From an optimization exercise on the open Yosys and OpenROAD flow, aimed at small area, a short achievable clock period and few clock cycles; shortcuts taken in it are not production practice.
Function was not checked in any run shown here: the RTL went through the layout flow alone.
No activity file was given, so power comes from the tool's default toggle rates.

### design/flow/flow/abc.script
&get -n
&st
&dch
&nf -R 1000
&put
topo
stime -c
buffer -c
upsize -c
dnsize -c
### design/flow/constraint.sdc
create_clock -name core_clock -period 5.0 [get_ports {clk}]
set_input_delay 1.0000 -clock core_clock [delete_from_list [all_inputs] [get_ports {clk}]]
set_output_delay 1.0000 -clock core_clock [all_outputs]
set_load 0.01 [all_outputs]
### design/flow/standard.sh
#!/bin/bash
# synth_recipe.tcl (not shown) runs the flow's synth.tcl, then flattens the netlist and writes it again
# the make line also repeats each setting of config.mk as NAME=value (left out here)
make -C /OpenROAD-flow-scripts/flow DESIGN_CONFIG=/design/flow/config.mk WORK_HOME=/design/flow/orfs CLKGATE_MAP_FILE= SYNTH_SCRIPT=/design/flow/synth_recipe.tcl "${@:-finish}"
### design/flow/config.mk
export PLATFORM = sky130hd
export DESIGN_NAME = modular_reduction
export DESIGN_NICKNAME = modular_reduction
export VERILOG_FILES = /design/flow/design.v
export SDC_FILE = /design/flow/constraint.sdc
export NUM_CORES = 4
export LEC_CHECK = 0
export ABC_AREA = 1
export CAP_MARGIN = 20
export CORE_MARGIN = 2
export CORE_UTILIZATION = 40
export SETUP_SLACK_MARGIN = 0.6
export SLEW_MARGIN = 20
### design/flow/design.v
module modular_reduction #(
    parameter DATA_WIDTH = 48,
    parameter Q_WIDTH    = 23
) (
    input  wire clk,
    input  wire rst_n,
    input  wire start,
    output reg  done,
    input  wire [DATA_WIDTH-1:0] data_in,
    output wire [Q_WIDTH-1:0]    data_out
);
  wire [47:0] x = data_in;
  wire [47:0] nx = ~data_in;
  wire hs0, hc0, hs1, hc1, hs2, hc2, fs0, fc0, hs3, hc3, fs1, fc1, fs2, fc2, hs4, hc4, fs3, fc3, fs4, fc4, hs5, hc5, fs5, fc5, fs6, fc6, fs7, fc7, fs8, fc8, fs9, fc9, fs10, fc10, fs11, fc11, hs6, hc6, fs12, fc12, hs7, hc7, fs13, fc13, hs8, hc8, fs14, fc14, hs9, hc9, fs15, fc15, hs10, hc10, hs11, hc11, fs16, fc16, fs17, fc17, fs18, fc18, fs19, fc19, fs20, fc20, fs21, fc21, fs22, fc22, fs23, fc23, fs24, fc24, fs25, fc25, fs26, fc26, fs27, fc27, fs28, fc28, fs29, fc29, fs30, fc30, fs31, fc31, fs32, fc32, fs33, fc33, fs34, fc34, fs35, fc35, fs36, fc36, fs37, fc37, hs12, hc12, hs13, hc13, fs38, fc38, fs39, fc39, fs40, fc40, fs41, fc41, fs42, fc42, fs43, fc43, fs44, fc44, fs45, fc45, fs46, fc46, fs47, fc47, fs48, fc48, fs49, fc49, fs50, fc50, fs51, fc51, fs52, fc52, fs53, fc53, fs54, fc54, fs55, fc55, fs56, fc56, fs57, fc57, fs58, fc58, fs59, fc59, fs60, fc60;
  assign hs0 = x[15] ^ x[25];
  assign hc0 = x[15] & x[25];
  assign hs1 = x[16] ^ x[26];
  assign hc1 = x[16] & x[26];
  assign hs2 = x[0] ^ x[23];
  assign hc2 = x[0] & x[23];
  fa3 u_fs0 (.a(x[23]), .b(x[24]), .c(x[34]), .s(fs0), .co(fc0));
  assign hs3 = x[1] ^ x[47];
  assign hc3 = x[1] & x[47];
  fa3 u_fs1 (.a(x[25]), .b(x[2]), .c(~x[35]), .s(fs1), .co(fc1));
  fa3 u_fs2 (.a(x[25]), .b(x[26]), .c(x[36]), .s(fs2), .co(fc2));
  assign hs4 = ~x[27] ^ ~x[37];
  assign hc4 = ~x[27] & ~x[37];
  fa3 u_fs3 (.a(x[13]), .b(x[23]), .c(x[33]), .s(fs3), .co(fc3));
  fa3 u_fs4 (.a(x[14]), .b(x[24]), .c(x[34]), .s(fs4), .co(fc4));
  assign hs5 = x[37] ^ x[44];
  assign hc5 = x[37] & x[44];
  fa3 u_fs5 (.a(x[35]), .b(x[38]), .c(x[45]), .s(fs5), .co(fc5));
  fa3 u_fs6 (.a(x[37]), .b(x[47]), .c(~hs0), .s(fs6), .co(fc6));
  fa3 u_fs7 (.a(x[36]), .b(x[46]), .c(hc0), .s(fs7), .co(fc7));
  fa3 u_fs8 (.a(x[38]), .b(x[39]), .c(~hs1), .s(fs8), .co(fc8));
  fa3 u_fs9 (.a(x[17]), .b(x[27]), .c(x[37]), .s(fs9), .co(fc9));
  fa3 u_fs10 (.a(x[40]), .b(x[47]), .c(hc1), .s(fs10), .co(fc10));
  fa3 u_fs11 (.a(x[18]), .b(x[28]), .c(x[38]), .s(fs11), .co(fc11));
  assign hs6 = ~x[40] ^ x[41];
  assign hc6 = ~x[40] & x[41];
  fa3 u_fs12 (.a(x[19]), .b(x[29]), .c(x[39]), .s(fs12), .co(fc12));
  assign hs7 = ~x[41] ^ x[42];
  assign hc7 = ~x[41] & x[42];
  fa3 u_fs13 (.a(x[20]), .b(x[30]), .c(x[40]), .s(fs13), .co(fc13));
  assign hs8 = ~x[42] ^ x[43];
  assign hc8 = ~x[42] & x[43];
  fa3 u_fs14 (.a(x[21]), .b(x[31]), .c(x[41]), .s(fs14), .co(fc14));
  assign hs9 = ~x[43] ^ x[44];
  assign hc9 = ~x[43] & x[44];
  fa3 u_fs15 (.a(x[22]), .b(x[32]), .c(x[42]), .s(fs15), .co(fc15));
  assign hs10 = ~x[44] ^ x[45];
  assign hc10 = ~x[44] & x[45];
  assign hs11 = x[46] ^ hs2;
  assign hc11 = x[46] & hs2;
  fa3 u_fs16 (.a(~x[44]), .b(hc2), .c(hs3), .s(fs16), .co(fc16));
  fa3 u_fs17 (.a(x[45]), .b(~hc3), .c(fc0), .s(fs17), .co(fc17));
  fa3 u_fs18 (.a(x[3]), .b(~x[46]), .c(fc1), .s(fs18), .co(fc18));
  fa3 u_fs19 (.a(~x[47]), .b(x[4]), .c(hs4), .s(fs19), .co(fc19));
  fa3 u_fs20 (.a(x[28]), .b(x[5]), .c(hc4), .s(fs20), .co(fc20));
  fa3 u_fs21 (.a(x[28]), .b(~x[29]), .c(x[39]), .s(fs21), .co(fc21));
  fa3 u_fs22 (.a(x[29]), .b(~x[30]), .c(x[40]), .s(fs22), .co(fc22));
  fa3 u_fs23 (.a(x[30]), .b(~x[31]), .c(x[41]), .s(fs23), .co(fc23));
  fa3 u_fs24 (.a(x[31]), .b(~x[32]), .c(x[42]), .s(fs24), .co(fc24));
  fa3 u_fs25 (.a(x[10]), .b(~x[32]), .c(x[33]), .s(fs25), .co(fc25));
  fa3 u_fs26 (.a(x[11]), .b(~x[33]), .c(x[34]), .s(fs26), .co(fc26));
  fa3 u_fs27 (.a(x[12]), .b(~x[34]), .c(x[35]), .s(fs27), .co(fc27));
  fa3 u_fs28 (.a(x[35]), .b(x[36]), .c(~x[43]), .s(fs28), .co(fc28));
  fa3 u_fs29 (.a(hs5), .b(fc3), .c(fs4), .s(fs29), .co(fc29));
  fa3 u_fs30 (.a(hc5), .b(fc4), .c(fs5), .s(fs30), .co(fc30));
  fa3 u_fs31 (.a(fc5), .b(~fc6), .c(fs7), .s(fs31), .co(fc31));
  fa3 u_fs32 (.a(fs9), .b(fc7), .c(fs10), .s(fs32), .co(fc32));
  fa3 u_fs33 (.a(hs6), .b(fc9), .c(fs11), .s(fs33), .co(fc33));
  fa3 u_fs34 (.a(hc6), .b(hs7), .c(fc11), .s(fs34), .co(fc34));
  fa3 u_fs35 (.a(hc7), .b(hs8), .c(fc12), .s(fs35), .co(fc35));
  fa3 u_fs36 (.a(hc8), .b(hs9), .c(fc13), .s(fs36), .co(fc36));
  fa3 u_fs37 (.a(hc9), .b(hs10), .c(fc14), .s(fs37), .co(fc37));
  assign hs12 = hc10 ^ fc15;
  assign hc12 = hc10 & fc15;
  assign hs13 = ~x[33] ^ ~x[43];
  assign hc13 = ~x[33] & ~x[43];
  fa3 u_fs38 (.a(~fs0), .b(hc11), .c(fs16), .s(fs38), .co(fc38));
  fa3 u_fs39 (.a(fs1), .b(fc16), .c(~fs17), .s(fs39), .co(fc39));
  fa3 u_fs40 (.a(fs2), .b(fc17), .c(~fs18), .s(fs40), .co(fc40));
  fa3 u_fs41 (.a(~fc2), .b(fs19), .c(fc18), .s(fs41), .co(fc41));
  fa3 u_fs42 (.a(~x[38]), .b(fc19), .c(fs20), .s(fs42), .co(fc42));
  fa3 u_fs43 (.a(x[6]), .b(~fs21), .c(fc20), .s(fs43), .co(fc43));
  fa3 u_fs44 (.a(~x[7]), .b(fc21), .c(fs22), .s(fs44), .co(fc44));
  fa3 u_fs45 (.a(~x[8]), .b(fc22), .c(fs23), .s(fs45), .co(fc45));
  fa3 u_fs46 (.a(~x[9]), .b(fc23), .c(fs24), .s(fs46), .co(fc46));
  fa3 u_fs47 (.a(x[43]), .b(fc24), .c(~fs25), .s(fs47), .co(fc47));
  fa3 u_fs48 (.a(~x[44]), .b(fc25), .c(fs26), .s(fs48), .co(fc48));
  fa3 u_fs49 (.a(~x[45]), .b(fc26), .c(fs27), .s(fs49), .co(fc49));
  fa3 u_fs50 (.a(fc27), .b(~fs28), .c(fs3), .s(fs50), .co(fc50));
  fa3 u_fs51 (.a(x[46]), .b(fc28), .c(~fs29), .s(fs51), .co(fc51));
  fa3 u_fs52 (.a(~fs6), .b(fc29), .c(fs30), .s(fs52), .co(fc52));
  fa3 u_fs53 (.a(~fs8), .b(fc30), .c(fs31), .s(fs53), .co(fc53));
  fa3 u_fs54 (.a(~fc8), .b(fc31), .c(fs32), .s(fs54), .co(fc54));
  fa3 u_fs55 (.a(fc10), .b(fs33), .c(fc32), .s(fs55), .co(fc55));
  fa3 u_fs56 (.a(fs12), .b(fc33), .c(fs34), .s(fs56), .co(fc56));
  fa3 u_fs57 (.a(fs13), .b(fc34), .c(fs35), .s(fs57), .co(fc57));
  fa3 u_fs58 (.a(fs14), .b(fc35), .c(fs36), .s(fs58), .co(fc58));
  fa3 u_fs59 (.a(fs15), .b(fc36), .c(fs37), .s(fs59), .co(fc59));
  fa3 u_fs60 (.a(~x[45]), .b(hs12), .c(fc37), .s(fs60), .co(fc60));
  wire [25:0] ra = {1'b0, fc60, fc59, fc58, fc57, fc56, fc55, fc54, fc53, fc52, ~fc51, fc50, fc49, fc48, ~fc47, ~fc46, ~fc45, ~fc44, fc43, fc42, fc41, ~fc40, fc39, fc38, hc13, hs13};
  wire [25:0] rb = {1'b0, hc12, fs60, fs59, fs58, fs57, fs56, fs55, fs54, fs53, fs52, ~fs51, fs50, fs49, fs48, ~fs47, ~fs46, ~fs45, ~fs44, fs43, fs42, fs41, ~fs40, fs39, fs38, hs11};
  wire [25:0] g0 = ra & rb;
  wire [25:0] p0 = ra ^ rb;
  wire G0_1 = g0[1] | (p0[1] & g0[0]);
  wire G0_3 = g0[3] | (p0[3] & g0[2]);
  wire P0_3 = p0[3] & p0[2];
  wire G0_5 = g0[5] | (p0[5] & g0[4]);
  wire P0_5 = p0[5] & p0[4];
  wire G0_7 = g0[7] | (p0[7] & g0[6]);
  wire P0_7 = p0[7] & p0[6];
  wire G0_9 = g0[9] | (p0[9] & g0[8]);
  wire P0_9 = p0[9] & p0[8];
  wire G0_11 = g0[11] | (p0[11] & g0[10]);
  wire P0_11 = p0[11] & p0[10];
  wire G0_13 = g0[13] | (p0[13] & g0[12]);
  wire P0_13 = p0[13] & p0[12];
  wire G0_15 = g0[15] | (p0[15] & g0[14]);
  wire P0_15 = p0[15] & p0[14];
  wire G0_17 = g0[17] | (p0[17] & g0[16]);
  wire P0_17 = p0[17] & p0[16];
  wire G0_19 = g0[19] | (p0[19] & g0[18]);
  wire P0_19 = p0[19] & p0[18];
  wire G0_21 = g0[21] | (p0[21] & g0[20]);
  wire P0_21 = p0[21] & p0[20];
  wire G0_23 = g0[23] | (p0[23] & g0[22]);
  wire P0_23 = p0[23] & p0[22];
  wire G0_25 = g0[25] | (p0[25] & g0[24]);
  wire P0_25 = p0[25] & p0[24];
  wire G1_2 = g0[2] | (p0[2] & G0_1);
  wire G1_3 = G0_3 | (P0_3 & G0_1);
  wire G1_6 = g0[6] | (p0[6] & G0_5);
  wire P1_6 = p0[6] & P0_5;
  wire G1_7 = G0_7 | (P0_7 & G0_5);
  wire P1_7 = P0_7 & P0_5;
  wire G1_10 = g0[10] | (p0[10] & G0_9);
  wire P1_10 = p0[10] & P0_9;
  wire G1_11 = G0_11 | (P0_11 & G0_9);
  wire P1_11 = P0_11 & P0_9;
  wire G1_14 = g0[14] | (p0[14] & G0_13);
  wire P1_14 = p0[14] & P0_13;
  wire G1_15 = G0_15 | (P0_15 & G0_13);
  wire P1_15 = P0_15 & P0_13;
  wire G1_18 = g0[18] | (p0[18] & G0_17);
  wire P1_18 = p0[18] & P0_17;
  wire G1_19 = G0_19 | (P0_19 & G0_17);
  wire P1_19 = P0_19 & P0_17;
  wire G1_22 = g0[22] | (p0[22] & G0_21);
  wire P1_22 = p0[22] & P0_21;
  wire G1_23 = G0_23 | (P0_23 & G0_21);
  wire P1_23 = P0_23 & P0_21;
  wire G2_4 = g0[4] | (p0[4] & G1_3);
  wire G2_5 = G0_5 | (P0_5 & G1_3);
  wire G2_6 = G1_6 | (P1_6 & G1_3);
  wire G2_7 = G1_7 | (P1_7 & G1_3);
  wire G2_12 = g0[12] | (p0[12] & G1_11);
  wire P2_12 = p0[12] & P1_11;
  wire G2_13 = G0_13 | (P0_13 & G1_11);
  wire P2_13 = P0_13 & P1_11;
  wire G2_14 = G1_14 | (P1_14 & G1_11);
  wire P2_14 = P1_14 & P1_11;
  wire G2_15 = G1_15 | (P1_15 & G1_11);
  wire P2_15 = P1_15 & P1_11;
  wire G2_20 = g0[20] | (p0[20] & G1_19);
  wire P2_20 = p0[20] & P1_19;
  wire G2_21 = G0_21 | (P0_21 & G1_19);
  wire P2_21 = P0_21 & P1_19;
  wire G2_22 = G1_22 | (P1_22 & G1_19);
  wire P2_22 = P1_22 & P1_19;
  wire G2_23 = G1_23 | (P1_23 & G1_19);
  wire P2_23 = P1_23 & P1_19;
  wire G3_8 = g0[8] | (p0[8] & G2_7);
  wire G3_9 = G0_9 | (P0_9 & G2_7);
  wire G3_10 = G1_10 | (P1_10 & G2_7);
  wire G3_11 = G1_11 | (P1_11 & G2_7);
  wire G3_12 = G2_12 | (P2_12 & G2_7);
  wire G3_13 = G2_13 | (P2_13 & G2_7);
  wire G3_14 = G2_14 | (P2_14 & G2_7);
  wire G3_15 = G2_15 | (P2_15 & G2_7);
  wire G3_24 = g0[24] | (p0[24] & G2_23);
  wire P3_24 = p0[24] & P2_23;
  wire G3_25 = G0_25 | (P0_25 & G2_23);
  wire P3_25 = P0_25 & P2_23;
  wire G4_16 = g0[16] | (p0[16] & G3_15);
  wire G4_17 = G0_17 | (P0_17 & G3_15);
  wire G4_18 = G1_18 | (P1_18 & G3_15);
  wire G4_19 = G1_19 | (P1_19 & G3_15);
  wire G4_20 = G2_20 | (P2_20 & G3_15);
  wire G4_21 = G2_21 | (P2_21 & G3_15);
  wire G4_22 = G2_22 | (P2_22 & G3_15);
  wire G4_23 = G2_23 | (P2_23 & G3_15);
  wire G4_24 = G3_24 | (P3_24 & G3_15);
  wire G4_25 = G3_25 | (P3_25 & G3_15);
  wire [25:0] cy = {G4_24, G4_23, G4_22, G4_21, G4_20, G4_19, G4_18, G4_17, G4_16, G3_15, G3_14, G3_13, G3_12, G3_11, G3_10, G3_9, G3_8, G2_7, G2_6, G2_5, G2_4, G1_3, G1_2, G0_1, g0[0], 1'b0};
  wire [25:0] y_next = p0 ^ cy;
  reg [25:0] y;
  always @(posedge clk) begin
    y <= y_next;
  end
  always @(posedge clk or negedge rst_n) begin
    if (!rst_n) done <= 1'b0;
    else        done <= start;
  end
  wire [2:0]  yh = y[25:23];
  wire [9:0]  H  = y[22:13];
  wire [12:0] L  = y[12:0];
  wire        allH = &H[9:3];
  wire        Lnz  = |L[12:3];
  wire upc, up, b3, b13, c16;
  wire [2:0] k, l3, h3;
  wire tup_new_n12, tup_new_n13, tup_new_n14, tup_new_n15, tup_new_n16, tup_new_n17, tup_new_n18, tup_new_n19, tup_new_n20, tup_new_n21, tup_new_n22, tup_new_n23, tup_new_n24, tup_new_n25, tup_new_n26, tup_new_n27, tup_new_n28, tup_new_n29, tup_new_n30, tup_new_n31, tup_new_n32, tup_new_n33, tup_new_n34;
  assign tup_new_n12 = ~yh[0] & ~H[0];
  assign tup_new_n13 = yh[0] & H[0];
  assign tup_new_n14 = ~Lnz & ~tup_new_n13;
  assign tup_new_n15 = ~L[2] & tup_new_n14;
  assign tup_new_n16 = H[0] & L[0];
  assign tup_new_n17 = L[1] & tup_new_n16;
  assign tup_new_n18 = tup_new_n15 & ~tup_new_n17;
  assign tup_new_n19 = ~tup_new_n12 & ~tup_new_n18;
  assign tup_new_n20 = ~H[1] & ~tup_new_n19;
  assign tup_new_n21 = ~yh[2] & ~tup_new_n20;
  assign tup_new_n22 = yh[1] & ~tup_new_n21;
  assign tup_new_n23 = ~yh[2] & ~yh[1];
  assign tup_new_n24 = H[2] & ~tup_new_n23;
  assign tup_new_n25 = yh[2] & ~tup_new_n15;
  assign tup_new_n26 = ~H[2] & ~tup_new_n25;
  assign tup_new_n27 = H[2] & L[2];
  assign tup_new_n28 = ~L[1] & tup_new_n14;
  assign tup_new_n29 = ~tup_new_n16 & tup_new_n28;
  assign tup_new_n30 = ~tup_new_n27 & tup_new_n29;
  assign tup_new_n31 = ~tup_new_n12 & ~tup_new_n30;
  assign tup_new_n32 = H[1] & tup_new_n31;
  assign tup_new_n33 = ~tup_new_n26 & tup_new_n32;
  assign tup_new_n34 = ~tup_new_n24 & ~tup_new_n33;
  assign upc = ~tup_new_n22 & ~tup_new_n34;
  assign up = allH & upc;
  wire tk_new_n8, tk_new_n9, tk_new_n10, tk_new_n11, tk_new_n13, tk_new_n14, tk_new_n16, tk_new_n17;
  assign tk_new_n8 = yh[2] & yh[1];
  assign tk_new_n9 = yh[0] & up;
  assign tk_new_n10 = yh[1] & tk_new_n9;
  assign tk_new_n11 = ~yh[2] & ~tk_new_n10;
  assign k[2] = ~tk_new_n8 & ~tk_new_n11;
  assign tk_new_n13 = ~yh[1] & ~tk_new_n9;
  assign tk_new_n14 = ~tk_new_n8 & ~tk_new_n13;
  assign k[1] = ~tk_new_n10 & tk_new_n14;
  assign tk_new_n16 = ~yh[0] & ~up;
  assign tk_new_n17 = ~tk_new_n8 & ~tk_new_n16;
  assign k[0] = ~tk_new_n9 & tk_new_n17;
  wire tlk_new_n11, tlk_new_n12, tlk_new_n13, tlk_new_n14, tlk_new_n15, tlk_new_n16, tlk_new_n17, tlk_new_n18, tlk_new_n19, tlk_new_n20, tlk_new_n21, tlk_new_n22, tlk_new_n23, tlk_new_n24, tlk_new_n25, tlk_new_n26, tlk_new_n28, tlk_new_n29, tlk_new_n30, tlk_new_n31, tlk_new_n32, tlk_new_n33, tlk_new_n34, tlk_new_n35, tlk_new_n37, tlk_new_n38, tlk_new_n39, tlk_new_n40, tlk_new_n41, tlk_new_n43, tlk_new_n44, tlk_new_n45;
  assign tlk_new_n11 = k[0] & ~L[0];
  assign tlk_new_n12 = L[1] & ~tlk_new_n11;
  assign tlk_new_n13 = k[1] & ~tlk_new_n12;
  assign tlk_new_n14 = ~k[2] & tlk_new_n13;
  assign tlk_new_n15 = ~L[2] & tlk_new_n14;
  assign tlk_new_n16 = ~L[1] & tlk_new_n11;
  assign tlk_new_n17 = ~L[2] & tlk_new_n16;
  assign tlk_new_n18 = ~k[1] & tlk_new_n17;
  assign tlk_new_n19 = ~k[1] & ~tlk_new_n11;
  assign tlk_new_n20 = ~L[1] & ~tlk_new_n19;
  assign tlk_new_n21 = k[1] & k[0];
  assign tlk_new_n22 = k[2] & ~tlk_new_n21;
  assign tlk_new_n23 = tlk_new_n20 & tlk_new_n22;
  assign tlk_new_n24 = ~L[2] & tlk_new_n22;
  assign tlk_new_n25 = ~tlk_new_n23 & ~tlk_new_n24;
  assign tlk_new_n26 = ~tlk_new_n18 & tlk_new_n25;
  assign b3 = tlk_new_n15 | ~tlk_new_n26;
  assign tlk_new_n28 = ~tlk_new_n13 & ~tlk_new_n16;
  assign tlk_new_n29 = ~k[2] & tlk_new_n28;
  assign tlk_new_n30 = ~tlk_new_n23 & ~tlk_new_n29;
  assign tlk_new_n31 = L[2] & ~tlk_new_n30;
  assign tlk_new_n32 = ~k[2] & tlk_new_n17;
  assign tlk_new_n33 = ~tlk_new_n20 & tlk_new_n24;
  assign tlk_new_n34 = ~tlk_new_n15 & ~tlk_new_n33;
  assign tlk_new_n35 = ~tlk_new_n32 & tlk_new_n34;
  assign l3[2] = tlk_new_n31 | ~tlk_new_n35;
  assign tlk_new_n37 = L[1] & tlk_new_n19;
  assign tlk_new_n38 = tlk_new_n20 & ~tlk_new_n21;
  assign tlk_new_n39 = ~L[1] & ~L[0];
  assign tlk_new_n40 = tlk_new_n14 & ~tlk_new_n39;
  assign tlk_new_n41 = ~tlk_new_n38 & ~tlk_new_n40;
  assign l3[1] = tlk_new_n37 | ~tlk_new_n41;
  assign tlk_new_n43 = k[2] & k[1];
  assign tlk_new_n44 = tlk_new_n11 & ~tlk_new_n43;
  assign tlk_new_n45 = ~k[0] & L[0];
  assign l3[0] = tlk_new_n44 | tlk_new_n45;
  assign b13 = b3 & ~Lnz;
  wire thk_new_n12, thk_new_n13, thk_new_n14, thk_new_n15, thk_new_n16, thk_new_n17, thk_new_n18, thk_new_n19, thk_new_n20, thk_new_n21, thk_new_n22, thk_new_n23, thk_new_n24, thk_new_n25, thk_new_n26, thk_new_n27, thk_new_n28, thk_new_n29, thk_new_n30, thk_new_n31, thk_new_n32, thk_new_n33, thk_new_n34, thk_new_n35, thk_new_n36, thk_new_n38, thk_new_n39, thk_new_n40, thk_new_n41, thk_new_n42, thk_new_n43, thk_new_n44, thk_new_n45, thk_new_n46, thk_new_n47, thk_new_n48, thk_new_n49, thk_new_n50, thk_new_n51, thk_new_n52, thk_new_n53, thk_new_n54, thk_new_n55, thk_new_n56, thk_new_n57, thk_new_n58, thk_new_n59, thk_new_n60, thk_new_n61, thk_new_n62, thk_new_n63, thk_new_n64, thk_new_n65, thk_new_n67, thk_new_n68, thk_new_n69, thk_new_n70, thk_new_n71, thk_new_n72, thk_new_n73, thk_new_n74, thk_new_n75, thk_new_n76, thk_new_n78, thk_new_n79, thk_new_n80, thk_new_n81, thk_new_n82, thk_new_n83;
  assign thk_new_n12 = ~k[2] & ~H[2];
  assign thk_new_n13 = ~k[1] & k[0];
  assign thk_new_n14 = ~b13 & H[0];
  assign thk_new_n15 = H[1] & thk_new_n14;
  assign thk_new_n16 = thk_new_n13 & thk_new_n15;
  assign thk_new_n17 = b13 & ~H[0];
  assign thk_new_n18 = k[1] & H[1];
  assign thk_new_n19 = ~thk_new_n17 & thk_new_n18;
  assign thk_new_n20 = ~k[0] & thk_new_n19;
  assign thk_new_n21 = k[2] & H[2];
  assign thk_new_n22 = ~thk_new_n17 & thk_new_n21;
  assign thk_new_n23 = ~k[0] & thk_new_n22;
  assign thk_new_n24 = ~thk_new_n20 & ~thk_new_n23;
  assign thk_new_n25 = ~thk_new_n16 & thk_new_n24;
  assign thk_new_n26 = ~thk_new_n12 & ~thk_new_n25;
  assign thk_new_n27 = ~k[1] & ~H[1];
  assign thk_new_n28 = ~k[0] & ~thk_new_n27;
  assign thk_new_n29 = ~thk_new_n13 & ~thk_new_n28;
  assign thk_new_n30 = thk_new_n21 & ~thk_new_n29;
  assign thk_new_n31 = k[1] & k[0];
  assign thk_new_n32 = ~k[2] & thk_new_n31;
  assign thk_new_n33 = ~H[1] & ~thk_new_n14;
  assign thk_new_n34 = H[2] & ~thk_new_n33;
  assign thk_new_n35 = thk_new_n32 & thk_new_n34;
  assign thk_new_n36 = ~thk_new_n30 & ~thk_new_n35;
  assign c16 = thk_new_n26 | ~thk_new_n36;
  assign thk_new_n38 = k[0] & thk_new_n15;
  assign thk_new_n39 = ~thk_new_n19 & ~thk_new_n38;
  assign thk_new_n40 = ~thk_new_n12 & ~thk_new_n39;
  assign thk_new_n41 = ~thk_new_n21 & thk_new_n40;
  assign thk_new_n42 = ~thk_new_n12 & ~thk_new_n23;
  assign thk_new_n43 = k[0] & thk_new_n14;
  assign thk_new_n44 = ~thk_new_n42 & ~thk_new_n43;
  assign thk_new_n45 = ~k[1] & thk_new_n44;
  assign thk_new_n46 = ~thk_new_n41 & ~thk_new_n45;
  assign thk_new_n47 = ~H[2] & thk_new_n33;
  assign thk_new_n48 = ~thk_new_n34 & ~thk_new_n47;
  assign thk_new_n49 = thk_new_n31 & ~thk_new_n48;
  assign thk_new_n50 = k[0] & ~thk_new_n14;
  assign thk_new_n51 = thk_new_n17 & ~thk_new_n27;
  assign thk_new_n52 = ~thk_new_n50 & ~thk_new_n51;
  assign thk_new_n53 = thk_new_n21 & ~thk_new_n52;
  assign thk_new_n54 = k[2] & thk_new_n31;
  assign thk_new_n55 = ~thk_new_n53 & ~thk_new_n54;
  assign thk_new_n56 = thk_new_n12 & ~thk_new_n31;
  assign thk_new_n57 = ~thk_new_n22 & ~thk_new_n56;
  assign thk_new_n58 = ~H[1] & ~thk_new_n57;
  assign thk_new_n59 = ~thk_new_n12 & ~thk_new_n27;
  assign thk_new_n60 = ~k[0] & thk_new_n17;
  assign thk_new_n61 = ~thk_new_n21 & thk_new_n60;
  assign thk_new_n62 = ~thk_new_n59 & thk_new_n61;
  assign thk_new_n63 = ~thk_new_n58 & ~thk_new_n62;
  assign thk_new_n64 = thk_new_n55 & thk_new_n63;
  assign thk_new_n65 = ~thk_new_n49 & thk_new_n64;
  assign h3[2] = thk_new_n46 & thk_new_n65;
  assign thk_new_n67 = ~thk_new_n17 & thk_new_n28;
  assign thk_new_n68 = ~thk_new_n18 & thk_new_n67;
  assign thk_new_n69 = ~thk_new_n12 & thk_new_n27;
  assign thk_new_n70 = ~thk_new_n18 & ~thk_new_n69;
  assign thk_new_n71 = thk_new_n60 & ~thk_new_n70;
  assign thk_new_n72 = ~thk_new_n15 & ~thk_new_n33;
  assign thk_new_n73 = ~thk_new_n13 & thk_new_n72;
  assign thk_new_n74 = ~thk_new_n32 & ~thk_new_n72;
  assign thk_new_n75 = ~thk_new_n73 & ~thk_new_n74;
  assign thk_new_n76 = ~thk_new_n71 & ~thk_new_n75;
  assign h3[1] = thk_new_n68 | ~thk_new_n76;
  assign thk_new_n78 = thk_new_n12 & thk_new_n27;
  assign thk_new_n79 = thk_new_n60 & ~thk_new_n78;
  assign thk_new_n80 = ~k[0] & thk_new_n14;
  assign thk_new_n81 = ~thk_new_n17 & thk_new_n50;
  assign thk_new_n82 = ~thk_new_n80 & ~thk_new_n81;
  assign thk_new_n83 = ~thk_new_n79 & thk_new_n82;
  assign h3[0] = ~thk_new_n54 & ~thk_new_n83;
  wire [9:0]  fl;
  wire [9:0]  zl;                        
  genvar gi;
  assign zl[0] = 1'b1;
  generate
    for (gi = 1; gi < 10; gi = gi + 1) begin : g_zl
      assign zl[gi] = zl[gi-1] & ~L[gi+2];
    end
  endgenerate
  generate
    for (gi = 0; gi < 10; gi = gi + 1) begin : g_dec
      if (gi == 0) begin : g0
        assign fl[gi] = b3;
      end else begin : gn
        assign fl[gi] = b3 & zl[gi];
      end
    end
  endgenerate
  wire [9:0]  mid = L[12:3] ^ fl;
  wire [6:0]  fh;
  wire [6:0]  ah;                        
  assign ah[0] = 1'b1;
  generate
    for (gi = 1; gi < 7; gi = gi + 1) begin : g_ah
      assign ah[gi] = ah[gi-1] & H[gi+2];
    end
  endgenerate
  generate
    for (gi = 0; gi < 7; gi = gi + 1) begin : g_inc
      if (gi == 0) begin : g0
        assign fh[gi] = c16;
      end else begin : gn
        assign fh[gi] = c16 & ah[gi];
      end
    end
  endgenerate
  wire [6:0]  hi = H[9:3] ^ fh;
  assign data_out = {hi, h3, mid, l3};
endmodule
module fa3 (
    input  wire a,
    input  wire b,
    input  wire c,
    output wire s,
    output wire co
);
  assign s  = a ^ b ^ c;
  assign co = (a & b) | (a & c) | (b & c);
endmodule
### design/flow/flow/run.sh
#!/bin/bash
# Own layout flow: the standard flow with these changes.
#  - Synthesis: the standard flow's synthesis script, except that Yosys's extract_fa runs
#    only inside module fa3 (the RTL's full adder), which is kept as its own
#    module until the final flatten, so every fa3 becomes one
#    sky130_fd_sc_hd__fa_1 and all other logic is left to abc (no half adders
#    and no inverters forced around extracted adders). Everything else,
#    including the final flatten and renaming, is synth_recipe.tcl as given.
#  - If flow/abc.script exists, abc runs it instead of ORFS's abc script.
#  - Port buffers: plain sky130_fd_sc_hd__buf_1 instead of the buffer that
#    buffer_ports picks by itself (a 0.5 ns clkdlybuf4s50_1).
# Each tool's output goes to standard.log (make) and ORFS's own logs.
set -euo pipefail
W=$PWD
S="$FLOW_HOME/scripts/synth.tcl"
grep -q 'extract_fa {\*}\[dont_use_extract_fa_args\]' "$S"
grep -q '^  log_cmd abc {\*}$abc_args$' "$S"
ABC_SED=()
if [[ -f "$W/flow/abc.script" ]]; then
  ABC_SED=(-e "s#^  log_cmd abc {\*}\$abc_args\$#  lset abc_args 1 $W/flow/abc.script\n  log_cmd abc {*}\$abc_args#")
fi
sed -e 's/extract_fa {\*}\[dont_use_extract_fa_args\]/extract_fa -fa fa3/' "${ABC_SED[@]}" \
  "$S" > "$W/own_synth_body.tcl"
sed "s#source \$::env(SCRIPTS_DIR)/synth.tcl#source $W/own_synth_body.tcl#" \
  "$W/synth_recipe.tcl" > "$W/own_synth.tcl"
grep -q "own_synth_body.tcl" "$W/own_synth.tcl"
bash standard.sh "SYNTH_SCRIPT=$W/own_synth.tcl" "SYNTH_KEEP_MODULES=fa3" \
  "BUFFER_PORTS_ARGS=-buffer_cell sky130_fd_sc_hd__buf_1" finish > standard.log 2>&1
==> results of run 1 <==
-- stage by stage --
step           instance area, µm²  instances  utilization  total power, mW  setup TNS (ns)
6_report                     5530        704        0.607             3.27           -8.91
5_1_grt                      5530        704        0.607             3.56          -14.41
4_1_cts                      5240        688        0.575             3.03           -7.35
3_5_place_dp                 4830        667        0.531             2.62          -11.48
3_3_place_gp                 4830        667        0.531             2.58           -9.21
2_1_floorplan                3830        405            -             1.85           -4.07
-- routing by layer --
| layer | vias up | GRT usage |
|---|---|---|
| met1 | 1660 | 0.279 |
| met4 | 0 | 0.0537 |
| met5 | - | 0 |
| met2 | 72 | 0.342 |
| li1 | 1684 | - |
| met3 | 14 | 0.0202 |
-- timing repair --
action                     4_1_cts  5_1_grt
buffers inserted                17       16
pin swaps                       28       32
setup endpoints to repair       32       38
resized for setup               65       49
-- flip-flops by register name (all words and copies together), names as in the netlist --
signal and cells:
done 1, y 26
-- synth_stat cells (2+ instances only) --
cell | n | area share
nor2b_1 | 3 | 0.0051
inv_2 | 2 | 0.0020
maj3_1 | 7 | 0.019
nor3b_1 | 2 | 0.0041
nand4_1 | 2 | 0.0034
buf_2 | 2 | 0.0027
nand2b_1 | 7 | 0.012
or3_1 | 2 | 0.0034
clkbuf_1 | 2 | 0.0020
a21o_1 | 2 | 0.0041
inv_1 | 38 | 0.039
nor3_1 | 7 | 0.0095
xnor2_1 | 44 | 0.10
nor2_1 | 46 | 0.047
fa_1 | 61 | 0.33
a21oi_2 | 3 | 0.0071
o21ai_2 | 2 | 0.0047
and2_1 | 5 | 0.0085
o21ai_1 | 3 | 0.0041
nand3_1 | 5 | 0.0068
dfxtp_1 | 26 | 0.14
xor2_1 | 28 | 0.066
a31oi_1 | 3 | 0.0051
maj3_2 | 2 | 0.0061
o21ai_0 | 18 | 0.024
nand2_1 | 38 | 0.039
a21oi_1 | 15 | 0.020
o22ai_1 | 4 | 0.0068
-- power groups by stage --
stage,combinational [mW],clock (mW),sequential [mW]
detailed placement,2.20,0,0.423
finish,2.71,0.130,0.428
global placement,2.16,0,0.421
CTS,2.47,0.134,0.426
floorplan,1.40,0,0.451
global route,2.97,0.144,0.442
-- modules after synthesis (local to each module, per instance) --
module / cell area [µm²] / times used
fa3: 20.0 / 61
modular_reduction: 2470 / 1
-- area by class of cell --
cell class                      count  area, µm²  share of cell area
Multi-Input combinational cell    334       3360               0.608
Timing Repair Buffer              188       1270               0.230
Sequential cell                    27        552              0.0998
Inverter                           40        153              0.0276
Tap cell                          111        139              0.0251
Clock buffer                        3       41.3             0.00747
Clock inverter                      1       7.51             0.00136
-- logic make-up (layout without fill, tap and decap cells) --
| kind of cell | after synthesis | in the layout | synth area share |
|---|---|---|---|
| DFF | 27 | 27 | 0.148 |
| xor gates and xnor gates | 72 | 72 | 0.171 |
| muxes | 1 | 1 | 0.00271 |
| AOI/OAI and AO/OA | 62 | 62 | 0.105 |
| adders and majority gates | 70 | 70 | 0.356 |
| and+or+nand+nor | 129 | 129 | 0.172 |
| buffers and inverters | 44 | 232 | 0.0455 |
-- worst max-delay path, delay by kind of cell (launching register included) --
| kind | cells | cell delay [ns] |
|---|---|---|
| flip-flops | 1 | 0.33 |
| buffers and inverters | 5 | 0.55 |
| AO/OA/AOI/OAI | 6 | 0.83 |
| XOR/XNOR | 1 | 0.10 |
| AND/OR/NAND/NOR | 17 | 2.56 |
-- worst paths after layout --
path | from | end | slack, ns | depth (start not counted)
worst max-delay path | y[8]$_DFF_P_ | data_out[17] | -0.64 | 29
worst min-delay path | rst_n | done$_DFF_PN0_ | 0.46 | 1
max in group asynchronous | rst_n | done$_DFF_PN0_ | 4.44 | 1
min in group core_clock | start | done$_DFF_PN0_ | 0.82 | 1
==> flow_summary.ini, run 1 <==
[placement]
dp_slack_ns = -0.718
port_buffers = 74
globalplace.congestion = 0.868
hpwlAfterDp_um = 8320

[floorplanning]
die_x_um = 100
die_area_um2 = 10000
fp.coreArea_um2 = 9110
die_y_um = 100
rows = 35
pin_count = 75
floorplan.initialDensity = 0.405

[status]
status = failed layout checks
violations = setup timing

[pwr]
clkPwrFrac = 0.040
power.density_nw_per_um2 = 591
combPwrFrac = 0.829
leakage_nw = 2.43
ir_drop_mv = 0.314
switching_share = 0.449
internal_power_mw = 1.80
p_seq_frac = 0.131
p_sw_mw = 1.47

[timing]
max_slew_margin = 0.637
rsz0062_at_grt = yes
final_max_slew_viol_count = 0
whs_ns = 0.461
finalSetupViolCount = 26
worst_pin_slew_ns = 0.540
fin_crit_ns = 5.64
setup_ws_ns = -0.642
fin_crit_sh = 1.13
final_hold_viol_count = 0
fmax_mhz = 177

[critical_path]
path_max_fanout = 7
slowest_delay_ns = 0.35
cpMostUsedCell = nand2b_4
startpoint_type = register
slowest_stage = a311o_1
crit_arrival_ns = 4.64
end_kind = output pin
crit_type = reg -> out
crit_required_ns = 4.00

[route]
drc = 0
dr.max_layer_used = met4
antenna_left = 0
drt_pass1_iterations = 4
vias = 3430
wl_met2_um = 4920
wire_per_inst_um = 14.0
drt_first_iter_violations = 112
detail_route.vias_per_cell = 4.87
wl_met1_um = 4390
wl_met3_um = 390
finalWirelength_um = 9880

[logic_synthesis]
synth-main-ff-cell = dfxtp_1
ys_ff_latch = 27
yosysUniqueCellTypes = 54
ys_async_sr_fraction = 0.0370
synth_area_um2 = 3690
synth_edf_count = 0
yosys_warnings = 1
netlist_instances = 405
ys_seq_area_frac = 0.148
synth_nets = 517
syn_area_per_cell_um2 = 9.11

[cts]
cts.sinks = 27
htree_levels = 1
cts_buffers = 3
clk_pin_slew_worst_paths_ns = 0.10
cts_hold_buffers = 0
cts_tree = yes
cts_buffer_depth = 2
root_buffer = clkbuf_8

[finish]
n_antenna_cell = 0
layout_common_cells = buf_4, fa_1, buf_1
drive_gt1_frac = 0.378
finish.net_count = 706
syn_to_final_growth_pct = 49.9
final_common_cell = buf_4
filler_cell_count = 753

[flow_run]
maxCapViolations = 0

[grt]
grt_pass1_wl_um = 16000
grt_max_degree = 17
grt_usage = 0.202
antenna_found_initial = 0
grt_pass1_vias = 3452
grt_overflow = 0

[worst_hold_path]
hp-class = in -> async
==> inputs of run 2 (changes only) <==
==> design/flow/flow/abc.script (replaced) <==
strash
dch
map -a
topo
stime -c
buffer -c
upsize -c
dnsize -c
==> run 2 against run 1 <==
Net effect: the layout still fails its checks (setup timing); area after synthesis is 4.5% higher; die area is 4.4% higher; clock power is 8% lower; count of clock-buffer cells in the layout stayed put; non-clock buffer count is 72 lower; power is 14% lower; worst hold slack better by 0.011 ns; critical path depth is 2 higher; first-iteration DRC count is 35% lower; synthesized cell count is 26% higher; flip-flop and latch count stayed put; sequential share of layout area is 0.88 points higher; largest cell class unchanged; largest power group unchanged; highest routed layer unchanged.
==> flow_summary.ini, run 2 <==
[critical_path]
crit_type = reg -> out
path_max_fanout = 6
slowest_delay_ns = 0.34
worstSetupEndpoint = data_out[18]
crit_path_start = y[6]$_DFF_P_
slowest_stage = dfxtp_2
startpoint_type = register
crit_arrival_ns = 4.00
end_kind = output pin
crit_required_ns = 4.00

[logic_synthesis]
synth_edf_count = 0
yosysMostFrequentCell = nor2_1
ys_seq_area_frac = 0.141
netlist_top_cells_count = nor2_1, inv_1, fa_1, nand2_1, dfxtp_1
yosys_warnings = 1
netlist_instances = 512
synth_area_um2 = 3860
yosysUniqueCellTypes = 40
synth-main-ff-cell = dfxtp_1
ys_async_sr_fraction = 0.0370
synthTopCellsByArea = fa_1, dfxtp_1, nor2_1
synth_top_cell_area_share = 0.317
syn_area_per_cell_um2 = 7.53
synth.largest_area_cell = fa_1
ys_ff_latch = 27
synth_nets = 624

[cts]
cts_tree = yes
cts.sinks = 27
clk_pin_slew_worst_paths_ns = 0.09
root_buffer = clkbuf_8
cts_buffer_depth = 2
htree_levels = 1
cts_hold_buffers = 0
cts_buffers = 3

[pwr]
ir_drop_mv = 0.199
leakage_nw = 2.32
power.density_nw_per_um2 = 558
p_total_mw = 2.82

[route]
finalWirelength_um = 9860
drt_pass1_iterations = 4
drt_first_iter_violations = 73
drc = 0
wire_per_inst_um = 13.0
vias = 3578
detail_route.vias_per_cell = 4.70
antenna_left = 0

[timing]
final_hold_viol_count = 0
fin_crit_sh = 1.00
final_max_slew_viol_count = 0
worst_pin_slew_ns = 0.416
max_slew_margin = 0.721
fin_tns_setup_ns = -0.00348
fmax_mhz = 200
fin_crit_ns = 5.00
setup_ws_ns = -0.00348
whs_ns = 0.472
finalSetupViolCount = 1
rsz0062_at_grt = yes

[floorplanning]
rows = 35
die_x_um = 102
pin_count = 75
die_y_um = 102
floorplan.initialDensity = 0.415
die_area_um2 = 10400
fp.coreArea_um2 = 9280

[finish]
syn_to_final_growth_pct = 31.1
drive_gt1_frac = 0.248
multiInputGateArea_um2 = 3210
layout_common_cells = nor2_1, inv_1, fa_1
n_antenna_cell = 0
regArea_um2 = 549
regMostFlops = y
filler_cell_count = 911
finalNonFillerCells = 761
finish.net_count = 745
fin_area_um2 = 5060
largest_register_ffs = 26
reg_top3 = y x26, done x1
final_common_cell = nor2_1

[flow_run]
maxCapViolations = 0

[placement]
dp.cells = 719
port_buffers = 74
dpl_cell_area_um2 = 4340
hpwlAfterDp_um = 8040
globalplace.congestion = 0.866

[status]
violations = setup timing
status = failed layout checks

[grt]
grt_pass1_wl_um = 16300
grt_max_degree = 16
grt_usage = 0.199
antenna_found_initial = 0
grt_overflow = 0
grt_pass1_vias = 3636

[worst_hold_path]
hp-class = in -> async
==> run 2: cell count changes after synthesis, sizes merged, moves of 3 or more <==
cell / change
inv: +57
xor2: -7
a21oi: +6
nor2b: -3
nand2b: -8
maj3: -8
xnor2: -30
and2: +3
nor2: +84
nand2: +24
nand4: -3
nand3: +6
==> run 2: layer usage <==
metal	share of wire	vias up	wire length, µm	track usage
met5	0	-	0	0
met4	0.022	0	219	0.0574
met3	0.037	20	362	0.0294
met2	0.51	82	5020	0.356
met1	0.43	1675	4260	0.250
li1	-	1801	-	-
==> run 2: timing repair <==
item / CTS / global route
gates resized for setup: 55 / 54
setup endpoints to repair: 23 / 32
pin swaps: 21 / 32
setup buffers: 19 / 19
==> run 2: critical path, delay by kind of cell, from the launching register on <==
kind,cells,cell delay (ns)
AND/OR/NAND/NOR,16,1.87
AO/OA/AOI/OAI,7,0.80
buffers and inverters,8,0.73
flip-flops,1,0.34
==> run 2: cell families (layout without fill, tap and decap cells) <==
logic type,Yosys count,after routing,share of synthesized area
AND/OR/NAND/NOR,229,229,0.268
adder cells (fa/ha/maj),62,62,0.319
flip-flops,27,27,0.141
buffers and inverters,98,218,0.0967
XOR/XNOR,35,35,0.0795
AO/OA/AOI/OAI,61,61,0.0951
==> run 2: worst min-delay path by stage <==
stage	endpoint	slack [ns]	cells past startpoint
detailed placement	done$_DFF_PN0_	0.77	1
global route	done$_DFF_PN0_	0.46	1
floorplan	done$_DFF_PN0_	0.70	0
global placement	done$_DFF_PN0_	0.76	1
finish	done$_DFF_PN0_	0.47	1
CTS	done$_DFF_PN0_	0.47	1
==> run 2: layout make-up <==
class	instances	share of cell area
Multi-Input combinational cell	387	0.634
Clock inverter	1	0.000990
Tap cell	129	0.0319
Timing Repair Buffer	116	0.141
Inverter	98	0.0752
Clock buffer	3	0.00816
Sequential cell	27	0.109
==> run 2: report_power, final <==
| group | switching [mW] | leakage (nW) | internal, mW | total [mW] |
|---|---|---|---|---|
| sequential | 0.107 | 0.231 | 0.342 | 0.449 |
| combinational | 1.25 | 2.06 | 1.00 | 2.25 |
| clock | 0.0641 | 0.0255 | 0.0558 | 0.120 |
==> run 2: metrics by stage <==
step	setup WS (ns)	utilization
2_1_floorplan	0.584	-
3_3_place_gp	0.227	0.467
3_5_place_dp	0.0611	0.467
4_1_cts	0.0372	0.508
5_1_grt	-0.360	0.545
6_report	-0.00348	0.545
==> run 2: Yosys stat by module (local to each module, per instance) <==
module / times used / flops+latches
modular_reduction: 1 / 27
fa3: 61 / 0

-- afterwards: timing with drivers on the ports --
In the flow no input, the clock included, has a driving cell. The finished layouts below were timed again as built, in two steps. Step 1 assumes that a clkbuf_16 drives the clock port and a buf_2 every other input. Step 2, shift: input delay + t, output delay - t, t = (earliest + latest rising clock arrival at the registers) / 2. This alone moves slack from input paths to output paths. Three values: ideal ports, drivers, drivers and shift; two values: the first two.
| run | shift t [ns] | slack for setup (ns) | worst slew at a driven data input, ns |
|---|---|---|---|
| run 1 | 0.306 | -0.642 / -0.671 / -0.724 | 0.06 |
| run 2 | 0.297 | -0.003 / -0.033 / 0.168 | 0.05 |
For run 1, which loses most, drivers alone change the setup slack by -0.029 ns; drivers and shift together by -0.082 ns.
